From an optimization exercise on the open Yosys and OpenROAD flow, aimed at a short achievable clock period and few clock cycles; shortcuts taken in it are not production practice. In this exercise RTL edits were held to simulation tests only and were not proved equivalent to the original. Power figures rest on the tool's default switching activity, not on a simulated workload.

===== flow/config.mk =====
export PLATFORM = sky130hd
export DESIGN_NAME = CPU
export DESIGN_NICKNAME = CPU
export VERILOG_FILES = /design/flow/design.v
export SDC_FILE = /design/flow/constraint.sdc
export NUM_CORES = 4
export LEC_CHECK = 0
export ABC_CLOCK_PERIOD_IN_PS = 3000
export CAP_MARGIN = 20
export CORE_MARGIN = 2
export CORE_UTILIZATION = 40
export SLEW_MARGIN = 20

===== flow/standard.sh =====
#!/bin/bash
# synth_recipe.tcl (not shown) runs the flow's synth.tcl, then flattens the netlist and writes it again
# the make line also repeats each setting of config.mk as NAME=value (left out here)
make -C /OpenROAD-flow-scripts/flow DESIGN_CONFIG=/design/flow/config.mk WORK_HOME=/design/flow/orfs CLKGATE_MAP_FILE= SYNTH_SCRIPT=/design/flow/synth_recipe.tcl "${@:-finish}"

===== flow/design.v =====
`timescale 1ns / 1ps
module CPU(
input clk,
input reset,                     
input[15:0] io_read_dataP5R1,    
input button_a,
input button_b,
input button_model,
output[15:0] ledF6K2,            
output[31:0] digit,              
output[13:0] imem_addr,          
input[31:0] imem_data,           
output[13:0] dmem_addr,          
output[31:0] dmem_wdata,         
output dmem_we,                  
input[31:0] dmem_rdata           
    );
    localparam OP_LOAD  = 7'b000_0011;
    localparam OP_STORE = 7'b010_0011;
    localparam OP_BR    = 7'b110_0011;
    localparam OP_JAL   = 7'b110_1111;
    localparam OP_JALR  = 7'b110_0111;
    localparam OP_R     = 7'b011_0011;
    localparam OP_I     = 7'b001_0011;
    integer i;
    reg [31:0] pcF;              
    reg [31:0] ras;              
    reg [1023:0] rf;             
    reg        vX;               
    reg [31:0] irX, pcX;
    reg [31:0] aX, bX;           
    reg [31:0] opbX;             
    reg        cinX;             
    reg        sAddX, sAndX, sOrX, sSllX, sSrlX, sLinkX;  
    reg        weXr;             
    reg [31:0] immMX;            
    reg        ldXr, stXr, brXr, jalXr, jalrXr;
    reg [31:0] linkX;            
    reg        hz1X, hz2X;       
    reg        mLoad;            
    reg        mAlu;             
    reg [31:0] mRes;
    reg [4:0]  mRd;
    reg [2:0]  mF3;
    reg        mIo;
    reg [31:0] mIoVal;
    reg [13:0] dAddr;
    reg [31:0] dWdata;
    reg        dWe;
    reg        ioW;
    reg [1:0]  ioLed;            
    reg [31:0] ioData;
    reg [15:0] led;
    reg [31:0] dig;
    assign imem_addr  = pcF[15:2];
    assign dmem_addr  = dAddr;
    assign dmem_wdata = dWdata;
    assign dmem_we    = dWe;
    assign ledF6K2    = led;
    assign digit      = dig;
    wire [4:0] rdX = irX[11:7];
    wire [2:0] f3X = irX[14:12];
    wire stallX = vX & (hz1X | hz2X);
    wire exX    = vX & ~(hz1X | hz2X);
    wire [31:0] a = aX;
    wire [31:0] b = bX;
    wire [31:0] addX = a + opbX + {31'd0, cinX};
    wire [31:0] sllX = a << irX[24:20];
    wire [31:0] srlX = a >> irX[24:20];
    wire [31:0] resX = ({32{sAddX}} & addX) | ({32{sAndX}} & (a & opbX)) |
                       ({32{sOrX}} & (a | opbX)) | ({32{sSllX}} & sllX) |
                       ({32{sSrlX}} & srlX) | ({32{sLinkX}} & linkX);
    wire weX = exX & weXr;
    wire eqX  = a == b;
    wire ltuX = a < b;
    wire ltX  = (a[31] ^ b[31]) ? a[31] : ltuX;
    reg takeX;
    always @* begin
        case (f3X)
            3'b000: takeX = eqX;
            3'b001: takeX = ~eqX;
            3'b100: takeX = ltX;
            3'b101: takeX = ~ltX;
            3'b110: takeX = ltuX;
            3'b111: takeX = ~ltuX;
            default: takeX = 1'b0;
        endcase
    end
    wire [31:0] immBX = {{20{irX[31]}}, irX[7], irX[30:25], irX[11:8], 1'b0};
    wire [31:0] immJX = {{12{irX[31]}}, irX[19:12], irX[20], irX[30:21], 1'b0};
    wire [31:0] tgtX  = pcX + (jalXr ? immJX : immBX);
    wire tgtOk  = tgtX == pcF;
    wire fallOk = linkX == pcF;
    wire jrOk   = a == pcF;
    wire nextOk = jalrXr ? jrOk :
                  jalXr  ? tgtOk :
                  brXr   ? (takeX ? tgtOk : fallOk) : fallOk;
    wire redirX = exX & ~nextOk;
    wire [31:0] redirTgt = jalrXr ? a : (jalXr | (brXr & takeX)) ? tgtX : linkX;
    wire [31:0] memA = a + immMX;
    wire [10:0] lowA = {1'b0, a[9:0]} + {1'b0, immMX[9:0]};
    wire [21:0] hx = a[31:10];
    wire [21:0] hy = immMX[31:10];
    wire [21:0] hk = 22'h3ffffe;     
    wire [21:0] hg = (hx & hy) | ((hx | hy) & ~hk);
    wire ioA0 = &(hx ^ hy);
    wire ioA1 = &((hx ^ hy ^ hk) ~^ {hg[20:0], 1'b0});
    wire ioA  = lowA[10] ? ioA1 : ioA0;
    wire [31:0] rdM = mIo ? mIoVal : dmem_rdata;
    wire [31:0] ldM = (mF3 == 3'b100) ? {24'd0, rdM[7:0]} :
                      (mF3 == 3'b000) ? {{24{rdM[7]}}, rdM[7:0]} : rdM;
    wire        weM = mLoad | mAlu;
    wire [31:0] valM = mLoad ? ldM : mRes;
    wire [31:0] insF  = imem_data;
    wire [6:0]  opF   = insF[6:0];
    wire [4:0]  rs1F  = insF[19:15];
    wire [4:0]  rs2F  = insF[24:20];
    wire [2:0]  f3F   = insF[14:12];
    wire isJalF  = opF == OP_JAL;
    wire isJalrF = opF == OP_JALR;
    wire isBrF   = opF == OP_BR;
    wire isRF    = opF == OP_R;
    wire isIF    = opF == OP_I;
    wire isLdF   = opF == OP_LOAD;
    wire isStF   = opF == OP_STORE;
    wire [15:0] immJF = {insF[15:12], insF[20], insF[30:21], 1'b0};
    wire [15:0] immBF = {{4{insF[31]}}, insF[7], insF[30:25], insF[11:8], 1'b0};
    wire [31:0] pc4F  = pcF + 32'd4;
    wire [15:0] tgtJF = pcF[15:0] + immJF;
    wire [15:0] tgtBF = pcF[15:0] + immBF;
    wire [31:0] predF = isJalF ? {pcF[31:16], tgtJF} :
                        (isBrF & insF[31]) ? {pcF[31:16], tgtBF} :
                        isJalrF ? ras : pc4F;
    wire use1F = opF != OP_JAL;
    wire use2F = isRF | isStF | isBrF;
    reg [31:0] rf1F, rf2F;
    always @* begin
        rf1F = 32'd0;
        rf2F = 32'd0;
        for (i = 0; i < 32; i = i + 1) begin
            rf1F = rf1F | (rf[i*32 +: 32] & {32{rs1F == i}});
            rf2F = rf2F | (rf[i*32 +: 32] & {32{rs2F == i}});
        end
    end
    wire fx1 = weX & (rdX == rs1F);
    wire fx2 = weX & (rdX == rs2F);
    wire fm1 = weM & (mRd == rs1F);
    wire fm2 = weM & (mRd == rs2F);
    wire [31:0] aF = fx1 ? resX : fm1 ? valM : rf1F;
    wire [31:0] bF = fx2 ? resX : fm2 ? valM : rf2F;
    wire subF = (isRF | isIF) & (f3F == 3'b000) & insF[30];
    wire [31:0] immIF = {{20{insF[31]}}, insF[31:20]};
    wire [31:0] immSF = {{20{insF[31]}}, insF[31:25], insF[11:7]};
    wire [31:0] sx = {32{subF}};
    wire [31:0] opbF = ~isRF ? (immIF ^ sx) :
                       fx2 ? (resX ^ sx) : fm2 ? (valM ^ sx) : (rf2F ^ sx);
    wire ldX = exX & ldXr;
    always @(posedge clk or negedge reset) begin
        if (reset == 1'b0) begin
            pcF <= 32'd0;
            ras <= 32'd0;
            vX <= 1'b0;
            irX <= 32'd0;
            pcX <= 32'd0;
            aX <= 32'd0;
            bX <= 32'd0;
            opbX <= 32'd0;
            cinX <= 1'b0;
            sAddX <= 1'b0;
            sAndX <= 1'b0;
            sOrX <= 1'b0;
            sSllX <= 1'b0;
            sSrlX <= 1'b0;
            sLinkX <= 1'b0;
            weXr <= 1'b0;
            immMX <= 32'd0;
            ldXr <= 1'b0;
            stXr <= 1'b0;
            brXr <= 1'b0;
            jalXr <= 1'b0;
            jalrXr <= 1'b0;
            linkX <= 32'd0;
            hz1X <= 1'b0;
            hz2X <= 1'b0;
        end else begin
            if (redirX)
                pcF <= redirTgt;
            else if (!stallX)
                pcF <= predF;
            if (exX & jalXr & rdX == 5'd1) ras <= linkX;
            if (stallX) begin
                if (hz1X) aX <= ldM;
                if (hz2X) bX <= ldM;
                if (hz2X) opbX <= cinX ? ~ldM : ldM;
                hz1X <= 1'b0;
                hz2X <= 1'b0;
            end else begin
                vX <= ~redirX;
                irX <= insF;
                pcX <= pcF;
                aX <= aF;
                bX <= bF;
                opbX <= opbF;
                cinX <= subF;
                sAddX <= (isRF | isIF) & (f3F == 3'b000);
                sAndX <= (isRF | isIF) & (f3F == 3'b111);
                sOrX <= (isRF | isIF) & (f3F == 3'b110);
                sSllX <= isIF & (f3F == 3'b001) & (insF[31:25] == 7'd0);
                sSrlX <= isIF & (f3F == 3'b101) & (insF[31:25] == 7'd0);
                sLinkX <= isJalF;
                weXr <= isRF | isIF | (isJalF & insF[11:7] == 5'd1);
                immMX <= isStF ? immSF : immIF;
                ldXr <= isLdF;
                stXr <= isStF;
                brXr <= isBrF;
                jalXr <= isJalF;
                jalrXr <= isJalrF;
                linkX <= pc4F;
                hz1X <= ldX & use1F & (rs1F == rdX);
                hz2X <= ldX & use2F & (rs2F == rdX);
            end
        end
    end
    always @(posedge clk or negedge reset) begin
        if (reset == 1'b0) begin
            rf <= 1024'd0;
        end else begin
            for (i = 0; i < 32; i = i + 1)
                if (weM && mRd == i)
                    rf[i*32 +: 32] <= valM;
        end
    end
    always @(posedge clk or negedge reset) begin
        if (reset == 1'b0) begin
            mLoad <= 1'b0;
            mAlu <= 1'b0;
            mRes <= 32'd0;
            mRd <= 5'd0;
            mF3 <= 3'd0;
            mIo <= 1'b0;
            mIoVal <= 32'd0;
            dAddr <= 14'd0;
            dWdata <= 32'd0;
            dWe <= 1'b0;
            ioW <= 1'b0;
            ioLed <= 2'd0;
            ioData <= 32'd0;
        end else begin
            mLoad <= ldX;
            mAlu <= weX;
            mRes <= resX;
            mRd <= rdX;
            mF3 <= f3X;
            mIo <= ioA;
            mIoVal <= (lowA[9:0] == 10'h074) ? {31'd0, button_a} :
                      (lowA[9:0] == 10'h078) ? {31'd0, button_b} :
                      (lowA[9:0] == 10'h088) ? {31'd0, button_model} :
                      {16'd0, io_read_dataP5R1};
            dAddr <= memA[13:0];
            dWdata <= b;
            dWe <= exX & stXr & ~ioA;
            ioW <= exX & stXr & ioA;
            ioLed <= (lowA[9:0] == 10'h07c) ? 2'b10 :
                     (lowA[9:0] == 10'h080) ? 2'b01 :
                     (lowA[9:0] == 10'h084) ? 2'b11 : 2'b00;
            ioData <= b;
        end
    end
    always @(posedge clk or negedge reset) begin
        if (reset == 1'b0) begin
            led <= 16'd0;
            dig <= 32'd0;
        end else if (ioW) begin
            dig <= ioData;
            case (ioLed)
                2'b10: led <= {ioData[7:0], led[7:0]};
                2'b01: led <= {led[15:8], ioData[7:0]};
                2'b11: led <= ioData[15:0];
                default: led <= led;
            endcase
        end
    end
endmodule

===== flow/flow/run.sh =====
#!/bin/bash
# Layout flow: the standard ORFS flow (standard.sh, with the standard
# synthesis unchanged), with timing repair asked to reach a 10 ns setup
# margin at the design's clock period, and without the footprint limit on
# resizing. Each step's output goes to its own log file here.
set -euo pipefail
cd "$(dirname "$0")/.."
bash standard.sh synth > flow_synth.log 2>&1
bash standard.sh SETUP_SLACK_MARGIN=10 MATCH_CELL_FOOTPRINT=0 finish > flow_layout.log 2>&1

===== flow/constraint.sdc =====
create_clock -name core_clock -period 14.0 [get_ports {clk}]
set_input_delay 2.8000 -clock core_clock [delete_from_list [all_inputs] [get_ports {clk}]]
set_output_delay 2.8000 -clock core_clock [all_outputs]
set_load 0.01 [all_outputs]

==> flow_summary.toml, run 1 <==
[run_status]
outcome = "complete, no violations"

[synth]
synth_cell_types = 112
synth_adder_area_share = 0.02959
synthTopCellsByArea = "dfrtp_1 (45%), o21ai_0 (8.1%), nand2_1 (7.7%)"
synth_flop_cell = "dfrtp_1"
yosysTopAreaCell = "dfrtp_1"
yosys_warnings = 1
synth-simple-area-share = 0.1516
synth.avg_cell_area_um2 = 8.830
synthMuxAreaShare = 0.05098
synth-seq-cells = 1448
syn_inst = 9204
synth-xor-area-share = 0.02971
synth_nets = 9477
synthDominantCellAreaShare = 0.4459
synth_top_family_by_area = "compound AO/OA/AOI/OAI gates"
synth-edff-count = 0
syn-cell-area_um2 = 81270
async_reset_ff_frac = 1.000
yosysSeqAreaShare = 0.4459
synth_compound_area_frac = 0.2444

[timing]
period_share = 0.3507
fin_setup_tns_ps = 0
fmax_mhz = 203.7
drv_slew = 0
clock_skew_ps = 48.39
fin_crit_ps = 4910
maxSlewHeadroom = 0.1013
final_hold_viol_count = 0
fin_ws_ps = 9090
tightest_slew_ps = 1348
finalSetupViolCount = 0
rsz0062_at_grt = "true"

[drt]
postRouteWirelength_um = 493400
drtIter0Drc = 15770
ant_nets = 0
remaining_drc_errors = 0
routedWlPerCell_um = 39.19
via_per_inst = 6.992
vias = 88020
drt_pass1_iterations = 17

[critical_path]
worstPathArrival_ps = 5590
path_cells = "buf_6 > buf_12 > buf_12 > or3b_4 > buf_4 > nor2_4 > buf_12 > buf_4 > clkbuf_16 > a22oi_2 > nand2_2 > nor4_4 > nand3_4 > nand3_4 > nor2b_1 > nand4_1 > o2111ai_1 > a21oi_1"
cp_common_cell = "buf_12"
startpoint_type = "primary input"
cp.required_ps = 14680
cp_max_fo = 6
cp_top_family = "simple AND/OR/NAND/NOR gates"
cp-end-kind = "flop"
critical_path_buf_inv_count = 7
worstSetupPathType = "in2reg"
slowest_delay_ps = 290
slowest_stage = "or3b_4"

[worst_hold_path]
hold_path.class = "reg2reg"

[pwr]
switching_power_mw = 5.073
seqPwrFrac = 0.359
p_per_area_nw_per_um2 = 128.8
combinationalPowerShare = 0.307
internal_power_mw = 8.829
p_leak_nw = 47.72
finalPower_mw = 13.90
swShare = 0.3649
ir_drop_mv = 0.1464
p_clk_frac = 0.334

[clocking]
htreeDepth = 4
root_buffer = "clkbuf_16"
worstSkewPairLatency_ps = 880
cts_buffer_depth = 3
cts_num_sinks = 1448
clk_pin_slew_worst_paths_ps = 60
numCtsBuffers = 167
cts_tree = "yes"

[cells_and_area]
layout.cells.non_filler = 12590
fin_util = 0.5341
nFillCells = 17890
final_layout_size_suffix_gt1_frac = 0.2562
syn_to_final_growth_pct = 32.82
nNetsFinal = 10030

[floorplanning]
io_pins = 194
fp.dieH_um = 454.7
num_rows = 165
start_util = 0.4021
dieWidth_um = 454.7
core_um2 = 202100
die_area_um2 = 206800

[place]
dp_slack_ps = 6127
port_buffers = 193
placed_cells = 11510
hpwlAfterDp_um = 282300
place_congestion = 1.047

[grt]
grt_pass1_wl_um = 669500
grt_overflow = 0
grt_pass1_vias = 81190
antenna_found_initial = 33
grt_start_max_net_pins = 157
grtUsageTotal = 0.4635

[job]
cap_violations = 0
[kinds of logic after synthesis]
group / count (synthesis)
AND/OR/NAND/NOR: 2852
XOR/XNOR: 263
AO/OA/AOI/OAI: 3122
flip-flops: 1448
adder cells (fa/ha/maj): 188
buffers and inverters: 1002
multiplexers: 329
[registers in the layout (all words and copies together) (netlist names), 2 cells and up]
signal and count:
mIoVal 16, ioData 32, ioLed 2, bX 32, dig 32, mRes 32
mRd 5, immMX 5, aX 32, dAddr 14, ras 32, mF3 3
pcX 32, opbX 32, rf 1024, irX 25, linkX 30, pcF 32
led 16
[routing by layer]
layer | vias up | wire [um] | track usage
li1 | 34540 | - | -
met4 | 44 | 54300 | 0.3779
met3 | 2879 | 72110 | 0.2176
met2 | 8121 | 193200 | 0.6361
met5 | - | 1711 | 0.04090
met1 | 42440 | 172100 | 0.5460
[repair_timing]
item,4_1_cts,5_1_grt
setup endpoints to repair,1671,1172
buffers inserted,532,133
hold buffers,0,0
gates cloned,65,11
pin swaps,373,333
resized for setup,1441,392
[synth_stat cells, drive strengths merged (56+ instances only)]
library cell,number
a22oi,787
nand4,217
clkbuf,706
xor2,124
xnor2,131
a211oi,56
mux2,106
ha,181
buf,119
nand2,1675
inv,176
mux2i,166
nand3,120
nor3,153
a22o,133
mux4,57
nor2,448
a221oi,143
dfrtp,1448
o21ai,1351
a21oi,313
[cell usage in the layout, fill, tap and decap left out, types with 166 or more instances in the layout]
cell type | synthesis | routed
nand2_1 | 1675 | 1610
dfrtp_1 | 1448 | 1421
o21ai_0 | 1311 | 866
a22oi_1 | 786 | 579
buf_4 | 19 | 500
o21ai_1 | 38 | 407
nor2_1 | 446 | 353
a21oi_1 | 311 | 258
clkbuf_16 | 0 | 223
nand4_1 | 216 | 216
buf_6 | 3 | 208
a22oi_2 | 0 | 207
buf_12 | 0 | 198
inv_1 | 173 | 168
ha_1 | 181 | 166
[power by group through the flow]
stage	clock network, mW	registers [mW]	logic (mW)
after floorplan	0	4.78	2.38
after global placement	0	5.07	3.46
after detailed placement	0	5.07	3.50
after CTS	4.64	4.96	3.97
after global routing	4.81	4.99	4.47
final	4.64	4.99	4.26
[area by class of cell]
cell class / instances / area [um^2] / share of cell area
timing repair buffer: 1186 / 14290 / 0.1324
clock buffer: 235 / 4831 / 0.04476
inverter: 177 / 688.2 / 0.006375
multi-input combinational: 6775 / 47550 / 0.4405
tap: 2672 / 3343 / 0.03097
antenna: 31 / 77.57 / 0.0007187
sequential: 1448 / 36290 / 0.3362
clock inverter: 65 / 864.6 / 0.008010
[stage by stage]
stage / instance area (um^2) / hold slack [ps]
2_1_floorplan: 85420 / 353.7
3_3_place_gp: 88140 / 403.4
3_5_place_dp: 88240 / 398.7
4_1_cts: 104700 / 413.5
5_1_grt: 107900 / 429.6
6_report: 107900 / 416.1
[worst paths after layout]
path                                          from                   end  slack [ps]  depth (start not counted)
max in group asynchronous                    reset   rf[275]$_DFFE_PN0P_       10190                          4
worst min-delay path            bX[23]$_DFFE_PN0P_  ioData[23]$_DFF_PN0_         420                          0
worst max-delay path                 imem_data[23]  opbX[15]$_DFFE_PN0P_        9090                         18
worst max register to register   jalXr$_DFFE_PN0N_    pcF[2]$_DFFE_PN0P_        9360                         16
min in group asynchronous                    reset   mIoVal[2]$_DFF_PN0_        1840                          1
worst min register to register  bX[23]$_DFFE_PN0P_  ioData[23]$_DFF_PN0_         420                          0
Testbench counts, summed over its fixed seeds: cycles 135,709.
==> inputs of run 2 (changes only) <==
--- a/flow/design.v
+++ b/flow/design.v
@@ -36,6 +36,7 @@
     reg [31:0] immMX;            
     reg        ldXr, stXr, brXr, jalXr, jalrXr;
     reg [31:0] linkX;            
+    reg [31:0] immX;             
     reg        hz1X, hz2X;       
     reg        mLoad;            
     reg        mAlu;             
@@ -86,10 +87,9 @@
             default: takeX = 1'b0;
         endcase
     end
-    wire [31:0] immBX = {{20{irX[31]}}, irX[7], irX[30:25], irX[11:8], 1'b0};
-    wire [31:0] immJX = {{12{irX[31]}}, irX[19:12], irX[20], irX[30:21], 1'b0};
-    wire [31:0] tgtX  = pcX + (jalXr ? immJX : immBX);
-    wire tgtOk  = tgtX == pcF;
+    wire [31:0] tgtX  = pcX + immX;
+    wire [31:0] tg = (pcX & immX) | ((pcX | immX) & ~pcF);
+    wire tgtOk  = &((pcX ^ immX ^ pcF) ~^ {tg[30:0], 1'b0});
     wire fallOk = linkX == pcF;
     wire jrOk   = a == pcF;
     wire nextOk = jalrXr ? jrOk :
@@ -126,6 +126,8 @@
     wire [15:0] immJF = {insF[15:12], insF[20], insF[30:21], 1'b0};
     wire [15:0] immBF = {{4{insF[31]}}, insF[7], insF[30:25], insF[11:8], 1'b0};
     wire [31:0] pc4F  = pcF + 32'd4;
+    wire [31:0] immJ32 = {{12{insF[31]}}, insF[19:12], insF[20], insF[30:21], 1'b0};
+    wire [31:0] immB32 = {{20{insF[31]}}, insF[7], insF[30:25], insF[11:8], 1'b0};
     wire [15:0] tgtJF = pcF[15:0] + immJF;
     wire [15:0] tgtBF = pcF[15:0] + immBF;
     wire [31:0] predF = isJalF ? {pcF[31:16], tgtJF} :
@@ -146,14 +148,15 @@
     wire fx2 = weX & (rdX == rs2F);
     wire fm1 = weM & (mRd == rs1F);
     wire fm2 = weM & (mRd == rs2F);
-    wire [31:0] aF = fx1 ? resX : fm1 ? valM : rf1F;
-    wire [31:0] bF = fx2 ? resX : fm2 ? valM : rf2F;
+    wire [31:0] aF = (fx1 | fm1) ? (fx1 ? resX : valM) : rf1F;
+    wire [31:0] bF = (fx2 | fm2) ? (fx2 ? resX : valM) : rf2F;
     wire subF = (isRF | isIF) & (f3F == 3'b000) & insF[30];
     wire [31:0] immIF = {{20{insF[31]}}, insF[31:20]};
     wire [31:0] immSF = {{20{insF[31]}}, insF[31:25], insF[11:7]};
     wire [31:0] sx = {32{subF}};
-    wire [31:0] opbF = ~isRF ? (immIF ^ sx) :
-                       fx2 ? (resX ^ sx) : fm2 ? (valM ^ sx) : (rf2F ^ sx);
+    wire selRf2 = isRF & ~fx2 & ~fm2;
+    wire [31:0] opbF = selRf2 ? (rf2F ^ sx) :
+                       ~isRF ? (immIF ^ sx) : fx2 ? (resX ^ sx) : (valM ^ sx);
     wire ldX = exX & ldXr;
     always @(posedge clk or negedge reset) begin
         if (reset == 1'b0) begin
@@ -180,12 +183,13 @@
             jalXr <= 1'b0;
             jalrXr <= 1'b0;
             linkX <= 32'd0;
+            immX <= 32'd0;
             hz1X <= 1'b0;
             hz2X <= 1'b0;
         end else begin
-            if (redirX)
-                pcF <= redirTgt;
-            else if (!stallX)
+            if (redirX | stallX)
+                pcF <= redirX ? redirTgt : pcF;
+            else
                 pcF <= predF;
             if (exX & jalXr & rdX == 5'd1) ras <= linkX;
             if (stallX) begin
@@ -216,6 +220,7 @@
                 jalXr <= isJalF;
                 jalrXr <= isJalrF;
                 linkX <= pc4F;
+                immX <= isJalF ? immJ32 : immB32;
                 hz1X <= ldX & use1F & (rs1F == rdX);
                 hz2X <= ldX & use2F & (rs2F == rdX);
             end
==> flow/flow/run.sh (replaced) <==
#!/bin/bash
# Layout flow: the standard ORFS flow (standard.sh, with the standard
# synthesis unchanged) with these changes to how the layout is made:
#  - timing repair aims at a 10 ns setup margin at the design's clock
#    period (that is, as much speed as it can find);
#  - resizing may change a cell's footprint;
#  - the buffer on each input and output port is a buf_8.
# Each step's output goes to its own log file here.
set -euo pipefail
cd "$(dirname "$0")/.."
bash standard.sh synth > flow_synth.log 2>&1
bash standard.sh SETUP_SLACK_MARGIN=10 MATCH_CELL_FOOTPRINT=0 \
  "BUFFER_PORTS_ARGS=-buffer_cell sky130_fd_sc_hd__buf_8" finish > flow_layout.log 2>&1
==> run 2 against run 1 <==
  * Highest routed layer unchanged
  * Fmax grew 2.0%
  * Still clean
  * Utilization shrank 1.4 points
  * Sequential power is essentially flat
  * Die area grew 1.9%
==> flow_summary.toml, run 2 <==
[run_status]
outcome = "complete, no violations"

[synth]
synthMuxAreaShare = 0.04757
synth-seq-cells = 1456
synth.most_common_cell = "nand2_1"
synth_adder_area_share = 0.04095
synthTopCellsByArea = "dfrtp_1 (44%), a22oi_1 (8.6%), o21ai_0 (8.0%)"
synth-simple-area-share = 0.1494
synth_flop_cell = "dfrtp_1"
synth.avg_cell_area_um2 = 8.884
yosysTopAreaCell = "dfrtp_1"
yosys_warnings = 1
synth_cell_types = 95
synth_nets = 9660
synth-edff-count = 0
synth_compound_area_frac = 0.2404
synth_top_family_by_area = "compound AO/OA/AOI/OAI gates"
ys_top_cells_by_count = "nand2_1 (1,642), dfrtp_1 (1,456), o21ai_0 (1,320), a22oi_1 (945), clkbuf_1 (665)"
async_reset_ff_frac = 1.000
syn-cell-area_um2 = 82850
synthDominantCellAreaShare = 0.4397
synth-xor-area-share = 0.03023
yosysSeqAreaShare = 0.4397
syn_inst = 9326

[timing]
tightest_slew_ps = 1299
fmax_mhz = 207.8
drv_slew = 0
final_hold_viol_count = 0
period_share = 0.3437
rsz0062_at_grt = "true"
finalSetupViolCount = 0
maxSlewHeadroom = 0.1338
fin_crit_ps = 4812
clock_skew_ps = 57.35
fin_setup_tns_ps = 0

[grt]
antenna_found_initial = 37
grt_overflow = 0
grt_pass1_wl_um = 653100
grt_start_max_net_pins = 166
grtUsageTotal = 0.4404
grt_pass1_vias = 81360

[clocking]
clk_pin_slew_worst_paths_ps = 60
cts_hold_buf = 0
cts_tree = "yes"
htreeDepth = 4
cts_num_sinks = 1456
numCtsBuffers = 161
cts_buffer_depth = 3
worstSkewPairLatency_ps = 890
root_buffer = "clkbuf_16"

[critical_path]
reg2reg_from = "aX[11]$_DFFE_PN0P_"
cp.required_ps = 14760
slowest_delay_ps = 360
startpoint_type = "primary input"
cp_max_fo = 7
worstSetupPathType = "in2reg"
slowest_stage = "nor4_4"
cp-startpoint = "imem_data[23]"
worstPathArrival_ps = 5580
critical_path_buf_inv_count = 5
cp_top_family = "simple AND/OR/NAND/NOR gates"
path_cells = "buf_16 > nor3b_4 > buf_6 > and2_4 > buf_12 > buf_12 > buf_6 > a22oi_2 > nand4_1 > nor4_4 > nand3_2 > o211ai_1 > o21ai_2 > mux2i_1 > a22oi_1"
cp-end-kind = "flop"

[drt]
drtIter0Drc = 16730
remaining_drc_errors = 0
vias = 88220
via_per_inst = 6.981
drt_pass1_iterations = 14
routedWlPerCell_um = 38.13
postRouteWirelength_um = 481800
ant_nets = 0

[pwr]
p_per_area_nw_per_um2 = 126.6
p_leak_nw = 47.52
ir_drop_mv = 0.1394

[place]
hpwlAfterDp_um = 276600
port_buffers = 193
placed_cells = 11660
place_congestion = 1.019

[worst_hold_path]
min-delay-start = "bX[19]$_DFFE_PN0P_"
hold_path.class = "reg2reg"

[cells_and_area]
layout_common_cells = "nand2_1 (1,578), dfrtp_1 (1,409), o21ai_0 (892)"
final_layout_size_suffix_gt1_frac = 0.2346
syn_to_final_growth_pct = 29.65
nNetsFinal = 10100
largest_reg_flops = 1024
layout.cells.non_filler = 12640
layout_commonest_cell = "nand2_1"
regMostFlops = "rf"

[floorplanning]
core_um2 = 206400
num_rows = 167
io_pins = 194
fp.dieH_um = 459.1
die_area_um2 = 210800
start_util = 0.4013
dieWidth_um = 459.1

[job]
cap_violations = 0
run 2: cell types whose count changed in the layout (fill, tap and decap cells not counted), moves of 70 or more:
| cell | previous run | this run |
|---|---|---|
| a22oi_1 | 579 | 763 |
| buf_8 | 44 | 215 |
| a22o_1 | 131 | 29 |
| a221oi_2 | 100 | 17 |
| xnor2_1 | 130 | 206 |
| inv_1 | 168 | 241 |
| clkbuf_2 | 72 | 0 |
| buf_6 | 208 | 138 |
run 2: report_power, final:
group | internal (mW) | switching (mW)
clock | 2.67 | 1.96
sequential | 4.51 | 0.509
combinational | 1.61 | 2.33
run 2: cells by family (layout without fill, tap and decap cells):
logic type / count (synthesis) / in the layout
and+or+nand+nor: 2820 / 2827
DFF: 1456 / 1456
muxes: 278 / 279
xor gates and xnor gates: 286 / 286
other: 0 / 35
AOI/OAI and AO/OA: 3162 / 3167
adders and majority gates: 249 / 249
buffers and inverters: 1075 / 1633
run 2: path summary, 6_finish.rpt:
| kind | end | slack (ps) | depth (start not counted) |
|---|---|---|---|
| max | opbX[13]$_DFFE_PN0P_ | 9190 | 15 |
| min | dWdata[19]$_DFF_PN0_ | 440 | 0 |
| max reg2reg | opbX[18]$_DFFE_PN0P_ | 9470 | 13 |
| min reg2reg | dWdata[19]$_DFF_PN0_ | 440 | 0 |
| max in group asynchronous | rf[490]$_DFFE_PN0P_ | 10230 | 3 |
| min in group asynchronous | led[1]$_DFFE_PN0P_ | 1910 | 1 |
run 2: final cells by class:
| class | count | area (um^2) |
|---|---|---|
| Fill cell | 18510 | 99030 |
| Multi-Input combinational cell | 6808 | 46980 |
| Sequential cell | 1456 | 36510 |
| Timing Repair Buffer | 1089 | 13840 |
| Clock buffer | 220 | 4634 |
| Tap cell | 2704 | 3383 |
| Clock inverter | 74 | 1041 |
| Inverter | 250 | 952.2 |
| Antenna cell | 35 | 87.58 |
run 2: metrics by stage:
step / total power [mW] / setup WS, ps / util / hold slack, ps / area (um^2)
after CTS: 13.32 / 9411 / 0.5058 / 436.6 / 104400
after floorplan: 6.969 / 8934 / - / 368.9 / 85660
after detailed placement: 8.434 / 7217 / 0.4355 / 413.1 / 89900
final: 13.60 / 9188 / 0.5203 / 440.1 / 107400
after global routing: 13.98 / 9235 / 0.5200 / 454.4 / 107400
after global placement: 8.391 / 7184 / 0.4353 / 418.5 / 89860
run 2: timing repair:
action                     in CTS  in global routing
cloned                         56                 11
gates resized for setup       882                300
pin swaps                     339                251
setup endpoints to repair    1074                941
setup buffers                 439                136
run 2: layer usage:
| layer | up-vias | track usage | share of wire |
|---|---|---|---|
| li1 | 34640 | - | - |
| met1 | 42330 | 0.5132 | 0.34 |
| met2 | 8099 | 0.6090 | 0.39 |
| met3 | 3114 | 0.2109 | 0.15 |
| met4 | 33 | 0.3606 | 0.11 |
| met5 | - | 0.01332 | 0.0018 |
run 2: worst register-to-register path, cell delays in order, from the launching register on:
cell,delay (ps)
dfrtp_1,510
buf_4,390
inv_1,230
ha_1,500
nand4_1,170
a2111oi_0,380
o31ai_1,200
a21oi_1,310
a31oi_1,250
o311ai_1,880
o21ai_2,160
o21ai_2,160
xnor2_1,130
o21ai_1,80
Testbench counts of run 2, summed over its fixed seeds: cycles 135,709.
==> inputs of run 3 (changes only) <==
--- a/flow/design.v
+++ b/flow/design.v
@@ -38,9 +38,11 @@
     reg [31:0] linkX;            
     reg [31:0] immX;             
     reg        hz1X, hz2X;       
+    reg        fwdAX, fwdBX;     
     reg        mLoad;            
     reg        mAlu;             
     reg [31:0] mRes;
+    reg [31:0] mResN;            
     reg [4:0]  mRd;
     reg [2:0]  mF3;
     reg        mIo;
@@ -63,13 +65,14 @@
     wire [2:0] f3X = irX[14:12];
     wire stallX = vX & (hz1X | hz2X);
     wire exX    = vX & ~(hz1X | hz2X);
-    wire [31:0] a = aX;
-    wire [31:0] b = bX;
-    wire [31:0] addX = a + opbX + {31'd0, cinX};
+    wire [31:0] a = fwdAX ? mRes : aX;
+    wire [31:0] b = fwdBX ? mRes : bX;
+    wire [31:0] opb = fwdBX ? (cinX ? mResN : mRes) : opbX;
+    wire [31:0] addX = a + opb + {31'd0, cinX};
     wire [31:0] sllX = a << irX[24:20];
     wire [31:0] srlX = a >> irX[24:20];
-    wire [31:0] resX = ({32{sAddX}} & addX) | ({32{sAndX}} & (a & opbX)) |
-                       ({32{sOrX}} & (a | opbX)) | ({32{sSllX}} & sllX) |
+    wire [31:0] resX = ({32{sAddX}} & addX) | ({32{sAndX}} & (a & opb)) |
+                       ({32{sOrX}} & (a | opb)) | ({32{sSllX}} & sllX) |
                        ({32{sSrlX}} & srlX) | ({32{sLinkX}} & linkX);
     wire weX = exX & weXr;
     wire eqX  = a == b;
@@ -148,15 +151,13 @@
     wire fx2 = weX & (rdX == rs2F);
     wire fm1 = weM & (mRd == rs1F);
     wire fm2 = weM & (mRd == rs2F);
-    wire [31:0] aF = (fx1 | fm1) ? (fx1 ? resX : valM) : rf1F;
-    wire [31:0] bF = (fx2 | fm2) ? (fx2 ? resX : valM) : rf2F;
+    wire [31:0] aF = fm1 ? valM : rf1F;
+    wire [31:0] bF = fm2 ? valM : rf2F;
     wire subF = (isRF | isIF) & (f3F == 3'b000) & insF[30];
     wire [31:0] immIF = {{20{insF[31]}}, insF[31:20]};
     wire [31:0] immSF = {{20{insF[31]}}, insF[31:25], insF[11:7]};
     wire [31:0] sx = {32{subF}};
-    wire selRf2 = isRF & ~fx2 & ~fm2;
-    wire [31:0] opbF = selRf2 ? (rf2F ^ sx) :
-                       ~isRF ? (immIF ^ sx) : fx2 ? (resX ^ sx) : (valM ^ sx);
+    wire [31:0] opbF = ~isRF ? (immIF ^ sx) : fm2 ? (valM ^ sx) : (rf2F ^ sx);
     wire ldX = exX & ldXr;
     always @(posedge clk or negedge reset) begin
         if (reset == 1'b0) begin
@@ -186,6 +187,8 @@
             immX <= 32'd0;
             hz1X <= 1'b0;
             hz2X <= 1'b0;
+            fwdAX <= 1'b0;
+            fwdBX <= 1'b0;
         end else begin
             if (redirX | stallX)
                 pcF <= redirX ? redirTgt : pcF;
@@ -198,6 +201,8 @@
                 if (hz2X) opbX <= cinX ? ~ldM : ldM;
                 hz1X <= 1'b0;
                 hz2X <= 1'b0;
+                fwdAX <= 1'b0;
+                fwdBX <= 1'b0;
             end else begin
                 vX <= ~redirX;
                 irX <= insF;
@@ -223,6 +228,8 @@
                 immX <= isJalF ? immJ32 : immB32;
                 hz1X <= ldX & use1F & (rs1F == rdX);
                 hz2X <= ldX & use2F & (rs2F == rdX);
+                fwdAX <= fx1;
+                fwdBX <= fx2 & use2F;
             end
         end
     end
@@ -240,6 +247,7 @@
             mLoad <= 1'b0;
             mAlu <= 1'b0;
             mRes <= 32'd0;
+            mResN <= 32'd0;
             mRd <= 5'd0;
             mF3 <= 3'd0;
             mIo <= 1'b0;
@@ -254,6 +262,7 @@
             mLoad <= ldX;
             mAlu <= weX;
             mRes <= resX;
+            mResN <= ~resX;
             mRd <= rdX;
             mF3 <= f3X;
             mIo <= ioA;
==> run 3 against run 2 <==
  * The run now fails in global routing (5_1_grt)
  * Synthesized cell count decreased by 0.41%
  * Area after synthesis increased by 0.43%
==> flow_summary.toml, run 3 <==
[run_status]
error_line = "[ERROR GRT-0232] Routing congestion too high. Check the congestion heatmap in the GUI."
lastStage = "global routing (5_1_grt)"
outcome = "did not finish"

[synth]
ys_top_cells_by_count = "nand2_1 (1,636), dfrtp_1 (1,490), o21ai_0 (1,415), a22oi_1 (787), clkbuf_1 (728)"
synth_top_family_by_area = "compound AO/OA/AOI/OAI gates"
yosysTopAreaCell = "dfrtp_1"
synthTopCellsByArea = "dfrtp_1 (45%), o21ai_0 (8.5%), nand2_1 (7.4%)"
synth-xor-area-share = 0.03084
async_reset_ff_frac = 1.000
syn_inst = 9288
synth_cell_types = 88
synth_adder_area_share = 0.04078
synthDominantCellAreaShare = 0.4481
synth_flop_cell = "dfrtp_1"
synth-edff-count = 0
syn-cell-area_um2 = 83210
yosysSeqAreaShare = 0.4481
synth.most_common_cell = "nand2_1"
synth-simple-area-share = 0.1374
synth.avg_cell_area_um2 = 8.959
synthMuxAreaShare = 0.05147
synth_nets = 9622
yosys_warnings = 1
synth-seq-cells = 1490
synth_compound_area_frac = 0.2430

[clocking]
numCtsBuffers = 167
root_buffer = "clkbuf_16"
cts_num_sinks = 1490
cts_buffer_depth = 3
cts_hold_buf = 0
htreeDepth = 4

[floorplanning]
io_pins = 194
dieWidth_um = 460.1
fp.dieH_um = 460.1
start_util = 0.4023
num_rows = 167

[grt]
grtUsageTotal = 0.4836
grt_overflow = 2
grt_start_max_net_pins = 181

[place]
place_congestion = 1.145
hpwlAfterDp_um = 284000
placed_cells = 11590
port_buffers = 193
## run 3: cell count changes after synthesis, sizes merged, moves of 60 or more
cell and delta:
a22oi -158, a22o +96, a221oi +90, nand3 -60, mux2i +112, and3 -70, clkbuf +62, buf -77
o21ai +62
## run 3: kinds of logic after synthesis
logic type | count (synthesis)
compound gates | 3182
xor+xnor | 293
fa+ha+maj | 249
buf+inv | 1047
flops | 1490
mux | 379
simple gates | 2648
## run 3: worst min-delay path by stage
stage | endpoint | from | slack [ps]
4_1_cts | ras[1]$_DFFE_PN0P_ | ras[1]$_DFFE_PN0P_ | 490
3_5_place_dp | ras[1]$_DFFE_PN0P_ | ras[1]$_DFFE_PN0P_ | 480
2_1_floorplan | mF3[2]$_DFF_PN0_ | irX[14]$_DFFE_PN0N_ | 420
3_3_place_gp | ras[1]$_DFFE_PN0P_ | ras[1]$_DFFE_PN0P_ | 460
## run 3: routing by layer
metal  global-route usage  GRT overflow
met3               0.2915             0
met2               0.6392             2
met4               0.4370             0
met5               0.1566             0
met1               0.5216             0
## run 3: what timing repair did
item | 4_1_cts
endpoints found under the hold margin | 0
buffers inserted | 490
gates cloned | 78
setup endpoints to repair | 1983
resized for setup | 1040
pin swaps | 354
## run 3: stage by stage
step / setup WS [ps] / area, um^2 / total power, mW
2_1_floorplan: 9366 / 86260 / 7.074
3_3_place_gp: 7485 / 90060 / 8.691
3_5_place_dp: 7407 / 90100 / 8.726
4_1_cts: 9603 / 106800 / 14.18
## run 3: power by group through the flow
stage	clock network [mW]	registers [mW]	logic, mW
after global placement	0	5.26	3.43
after CTS	4.93	5.14	4.11
after floorplan	0	4.93	2.15
after detailed placement	0	5.27	3.46
Testbench counts of run 3, summed over its fixed seeds: cycles 135,709.

what the ideal ports hide:
The flow's constraints put no driver on any port. The routed layouts listed below were extracted and timed again, unchanged, in two steps. Step 1, drivers: a clkbuf_16 drives clk and a buf_2 each remaining input, both assumed. Step 2 moves the port delays by t, midway between the first and last clock arrival at a register: inputs arrive t later, outputs are due t later. That takes back most of the time a late clock gives input paths. Slacks: ideal ports / drivers / drivers and shift; pairs: ideal ports / drivers.
run	shift t [ns]	slack for setup (ns)	hold WS [ns]	slew at the worst register clock pin (ns)	pins driven straight from the clock port
run 1	0.961	9.090 / 8.976 / 8.015	0.416 / 0.416 / 0.416	0.07 / 0.07	1
run 2	0.956	9.188 / 9.047 / 8.091	0.440 / 0.440 / 0.440	0.07 / 0.07	1
After both steps setup and hold are still met in every run listed. The setup slack of run 2, which loses most, moves by -0.141 ns with the drivers and by -1.097 ns with both steps.
